This is an optimization exercise on Yosys and OpenROAD, whose aim is a short achievable clock period and few clock cycles, not a production implementation. Where RTL was checked, it was by simulation tests only, not by an equivalence proof against the original. No driver is modelled on the clock port, so clocking that relies on it looks cheaper here than on a real chip. Power figures rest on the tool's default switching activity, not on a simulated workload.

// RISCV_TOP
module RISCV_TOP (
	input wire CLK,
	input wire RSTn,
	output wire I_MEM_CSN,
	input wire [31:0] I_MEM_DI, 
	output reg [11:0] I_MEM_ADDR, 
	output wire D_MEM_CSN,
	input wire [31:0] D_MEM_DI,
	output wire [31:0] D_MEM_DOUT,
	output wire [11:0] D_MEM_ADDR, 
	output wire D_MEM_WEN,
	output wire [3:0] D_MEM_BE,
	output wire RF_WE,
	output wire [4:0] RF_RA1,
	output wire [4:0] RF_RA2,
	output wire [4:0] RF_WA1,
	input wire [31:0] RF_RD1,
	input wire [31:0] RF_RD2,
	output wire [31:0] RF_WD,
	output wire HALT,                    
	output reg [31:0] NUM_INST,          
	output wire [31:0] OUTPUT_PORT       
	);
Size in the first run: ~3800 cells after synthesis, roughly 1000 flip-flops, ~310 I/O pins.
export LEC_CHECK = 0
export CAP_MARGIN = 20
export CORE_MARGIN = 2
export CORE_UTILIZATION = 40
export SLEW_MARGIN = 20
create_clock -name core_clock -period 10.0 [get_ports {CLK}]
standard.sh (not shown) runs the stock make flow with config.mk's settings and CLKGATE_MAP_FILE= SYNTH_SCRIPT=/design/flow/synth_recipe.tcl, a recipe that flattens the netlist after the stock synthesis.
==> flow/flow/run.sh <==
#!/bin/bash
set -o pipefail
bash standard.sh SETUP_SLACK_MARGIN=6.5 TNS_END_PERCENT=100 finish > standard_flow.log 2>&1
Rerun with:
==> flow/run.sh (new file) <==
#!/bin/bash
# synth_recipe.tcl (not shown) runs the flow's synth.tcl, then flattens the netlist and writes it again
# the make line also repeats each setting of config.mk as NAME=value (left out here)
make -C /OpenROAD-flow-scripts/flow DESIGN_CONFIG=/design/flow/config.mk WORK_HOME=/design/flow/orfs CLKGATE_MAP_FILE= SYNTH_SCRIPT=/design/flow/synth_recipe.tcl finish
Settings changed: SETUP_SLACK_MARGIN set to 5, TNS_END_PERCENT set to 100.
removed: flow/flow/run.sh
removed: flow/standard.sh
Result:
- global-route usage shrinks by 1.2 points
- area after synthesis does not change
- setup slack got worse by 0.75 ns
- fmax shrinks by about 16%
- routed wire length shrinks by about 6%
- die area is unchanged
- hold slack improved by 0.0077 ns
No run of this note included a check of the RTL's function; only the layout flow was run.

========
Another version of the RTL of RISCV_TOP (not shown whole).
For scale: ~640 flip-flops, about 38,000 um^2 of cells after synthesis.
## RISCV_TOP
module RISCV_TOP (
	input wire CLK,
	input wire RSTn,
	output wire I_MEM_CSN,
	input wire [31:0] I_MEM_DI, 
	output reg [11:0] I_MEM_ADDR, 
	output wire D_MEM_CSN,
	input wire [31:0] D_MEM_DI,
	output wire [31:0] D_MEM_DOUT,
	output wire [11:0] D_MEM_ADDR, 
	output wire D_MEM_WEN,
	output wire [3:0] D_MEM_BE,
	output wire RF_WE,
	output wire [4:0] RF_RA1,
	output wire [4:0] RF_RA2,
	output wire [4:0] RF_WA1,
	input wire [31:0] RF_RD1,
	input wire [31:0] RF_RD2,
	output wire [31:0] RF_WD,
	output wire HALT,                    
	output reg [31:0] NUM_INST,          
	output wire [31:0] OUTPUT_PORT       
	);
export LEC_CHECK = 0
export CAP_MARGIN = 20
export CORE_MARGIN = 2
export CORE_UTILIZATION = 55
export SLEW_MARGIN = 20
create_clock -name core_clock -period 10.0 [get_ports {CLK}]
==> flow/flow/run.sh <==
#!/bin/bash
set -o pipefail
export BUFFER_PORTS_ARGS="-buffer_cell sky130_fd_sc_hd__buf_4"
export MATCH_CELL_FOOTPRINT=0
bash standard.sh SETUP_SLACK_MARGIN=7.0 TNS_END_PERCENT=100 MATCH_CELL_FOOTPRINT=0 \
	"BUFFER_PORTS_ARGS=-buffer_cell sky130_fd_sc_hd__buf_4" finish > standard_flow.log 2>&1
Change:
==> flow/flow/run.sh (replaced) <==
#!/bin/bash
set -o pipefail
bash standard.sh SETUP_SLACK_MARGIN=7.0 TNS_END_PERCENT=100 finish > standard_flow.log 2>&1
Outcome: Via count is higher slightly; clock skew grows by 15 ps; total power is lower slightly; sequential power is about the same; routed wire length went up slightly; worst setup slack barely changes; hold slack degrades by 23 ps; maximum frequency hardly moves; die area does not change; global-route usage came out higher by 0.67 points.
Function was not checked in any run of this note: the RTL went through the layout flow alone.

========
Another version of the RTL of RISCV_TOP (not shown whole).
Size in the first run: ~310 I/O pins.
export LEC_CHECK = 0
export CAP_MARGIN = 20
export CORE_MARGIN = 2
export CORE_UTILIZATION = 55
export SLEW_MARGIN = 20
create_clock -name core_clock -period 10.0 [get_ports {CLK}]
==> flow/flow/run.sh <==
#!/bin/bash
set -o pipefail
export BUFFER_PORTS_ARGS="-buffer_cell sky130_fd_sc_hd__buf_4"
export MATCH_CELL_FOOTPRINT=0
bash standard.sh SETUP_SLACK_MARGIN=7.0 TNS_END_PERCENT=100 MATCH_CELL_FOOTPRINT=0 \
	"BUFFER_PORTS_ARGS=-buffer_cell sky130_fd_sc_hd__buf_4" finish > standard_flow.log 2>&1
Testbench counts at the start, summed over its fixed seeds: cycles 46,499.
Next try:
- CORE_UTILIZATION: 55 -> 65
After rerunning: With this change the flow ended with an error in 5_1_grt (GRT-0232). Synthesized area does not change. Synthesized cell count stays the same.

========
RISCV_TOP again, from the RTL that the note above started with.
==> flow/config.mk <==
export PLATFORM = sky130hd
export DESIGN_NAME = RISCV_TOP
export DESIGN_NICKNAME = RISCV_TOP
export VERILOG_FILES = /design/flow/design.v
export SDC_FILE = /design/flow/constraint.sdc
export NUM_CORES = 4
export LEC_CHECK = 0
export CAP_MARGIN = 20
export CORE_MARGIN = 2
export CORE_UTILIZATION = 55
export SLEW_MARGIN = 20
==> flow/constraint.sdc <==
create_clock -name core_clock -period 10.0 [get_ports {CLK}]
set_input_delay 2.0000 -clock core_clock [delete_from_list [all_inputs] [get_ports {CLK}]]
set_output_delay 2.0000 -clock core_clock [all_outputs]
set_load 0.01 [all_outputs]
==> flow/flow/run.sh <==
#!/bin/bash
# The standard layout (the standard.sh: unchanged synthesis, floorplan, power grid,
# placement, CTS and routing) with these changes to how timing is repaired:
# - the port buffers are plain buffers (buf_4) instead of the delay cells buffer_ports
#   otherwise picks;
# - the resizer may swap a cell for one of another footprint, so it can resize them;
# - two more setup repairs: after placement (post_resize.tcl) and after CTS's own
#   repair (post_cts.tcl).
# Every tool's output goes to standard_flow.log in this folder.
set -o pipefail
here=$(pwd)
export BUFFER_PORTS_ARGS="-buffer_cell sky130_fd_sc_hd__buf_4"
export MATCH_CELL_FOOTPRINT=0
export POST_RESIZE_TCL=$here/flow/post_resize.tcl
export POST_CTS_TCL=$here/flow/post_cts.tcl
bash standard.sh SETUP_SLACK_MARGIN=7.5 TNS_END_PERCENT=100 MATCH_CELL_FOOTPRINT=0 \
	"BUFFER_PORTS_ARGS=-buffer_cell sky130_fd_sc_hd__buf_4" \
	POST_RESIZE_TCL=$here/flow/post_resize.tcl POST_CTS_TCL=$here/flow/post_cts.tcl \
	finish > standard_flow.log 2>&1
==> flow/flow/post_cts.tcl <==
# A second setup repair after CTS's own, then legalize again.
estimate_parasitics -placement
repair_timing -setup -setup_margin 7.5 -repair_tns 100 -verbose
detailed_placement
check_placement -verbose
==> flow/flow/post_resize.tcl <==
# An extra setup repair once the design is placed, before CTS.
estimate_parasitics -placement
repair_timing -setup -setup_margin 7.5 -repair_tns 100 -verbose
Testbench counts at the start, summed over its fixed seeds: cycles 46,499.
Then changed:
==> flow/flow/run.sh (replaced) <==
#!/bin/bash
set -o pipefail
export BUFFER_PORTS_ARGS="-buffer_cell sky130_fd_sc_hd__buf_4"
export MATCH_CELL_FOOTPRINT=0
bash standard.sh SETUP_SLACK_MARGIN=6.4 TNS_END_PERCENT=100 MATCH_CELL_FOOTPRINT=0 \
	"BUFFER_PORTS_ARGS=-buffer_cell sky130_fd_sc_hd__buf_4" finish > standard_flow.log 2>&1
removed: flow/flow/post_cts.tcl
removed: flow/flow/post_resize.tcl
=> Setup slack gains 0.13 ns. Power came out lower by about 10%. Combinational power falls by 32%. Area after synthesis does not change.
Then changed:
==> flow/flow/run.sh (replaced) <==
#!/bin/bash
# The standard layout (the standard.sh: unchanged synthesis, floorplan, power grid,
# placement, CTS and routing) with these changes to how timing is repaired:
# - the port buffers are plain buffers (buf_4) instead of the delay cells buffer_ports
#   otherwise picks;
# - the resizer may swap a cell for one of another footprint, so it can resize them;
# - two more setup repairs: after placement (post_resize.tcl) and after CTS's own
#   repair (post_cts.tcl).
# Every tool's output goes to standard_flow.log in this folder.
set -o pipefail
here=$(pwd)
export BUFFER_PORTS_ARGS="-buffer_cell sky130_fd_sc_hd__buf_4"
export MATCH_CELL_FOOTPRINT=0
export POST_RESIZE_TCL=$here/flow/post_resize.tcl
export POST_CTS_TCL=$here/flow/post_cts.tcl
bash standard.sh SETUP_SLACK_MARGIN=7.0 TNS_END_PERCENT=100 MATCH_CELL_FOOTPRINT=0 \
	"BUFFER_PORTS_ARGS=-buffer_cell sky130_fd_sc_hd__buf_4" \
	POST_RESIZE_TCL=$here/flow/post_resize.tcl POST_CTS_TCL=$here/flow/post_cts.tcl \
	finish > standard_flow.log 2>&1
==> flow/flow/post_cts.tcl (new file) <==
# A second setup repair after CTS's own, then legalize again.
estimate_parasitics -placement
repair_timing -setup -setup_margin 7.0 -repair_tns 100 -verbose
detailed_placement
check_placement -verbose
==> flow/flow/post_resize.tcl (new file) <==
# An extra setup repair once the design is placed, before CTS.
estimate_parasitics -placement
repair_timing -setup -setup_margin 7.0 -repair_tns 100 -verbose
Sequential power stays flat.
Setup slack is better by 0.11 ns.
Cell count grows by 6.5%.
Total power increases by 3.9%.

==> re-timing with driven ports <==
How much do the figures lean on ideal ports? The routed layouts below were timed once more, with nothing changed but the port constraints.
Step 1, drivers: a clkbuf_16 drives CLK and a buf_2 each remaining input, both assumed.
Step 2 adds t to the input delays and takes it off the output delays; t is the mean of the earliest and latest rising clock arrival at the registers after step 1. Input paths then give back, and output paths get back, about the clock's delay inside the block.
Three values: ideal, step 1, step 2; two values: the first two.
run | shift t [ns] | slack for setup (ns) | worst setup path after step 2 | latest minus earliest clock arrival (ns) | cell pins on the clock port's net
the first run of note 1 | 0.750 | 5.976 / 5.976 / 5.866 | input to register | 0.041 / 0.041 | 1
the second run of note 1 | 0.768 | 5.229 / 5.229 / 5.229 | register to register | 0.038 / 0.037 | 1
the first run of note 2 | 0.699 | 5.817 / 5.837 / 5.138 | input to register | 0.040 / 0.040 | 1
the second run of note 2 | 0.686 | 5.818 / 5.845 / 5.159 | input to register | 0.053 / 0.053 | 1
the first run of note 3 | 0.692 | 6.483 / 6.489 / 5.827 | input to register | 0.034 / 0.034 | 1
the first run of note 4 | 0.719 | 6.248 / 6.285 / 5.566 | input to register | 0.064 / 0.064 | 1
the second run of note 4 | 0.680 | 6.380 / 6.329 / 5.732 | input to register | 0.025 / 0.025 | 1
the third run of note 4 | 0.681 | 6.489 / 6.505 / 5.824 | input to register | 0.048 / 0.048 | 1
After both steps every run listed still meets setup and hold. The setup slack of the first run of note 4, which loses most, moves by +0.037 ns with the drivers and by -0.682 ns with both steps.
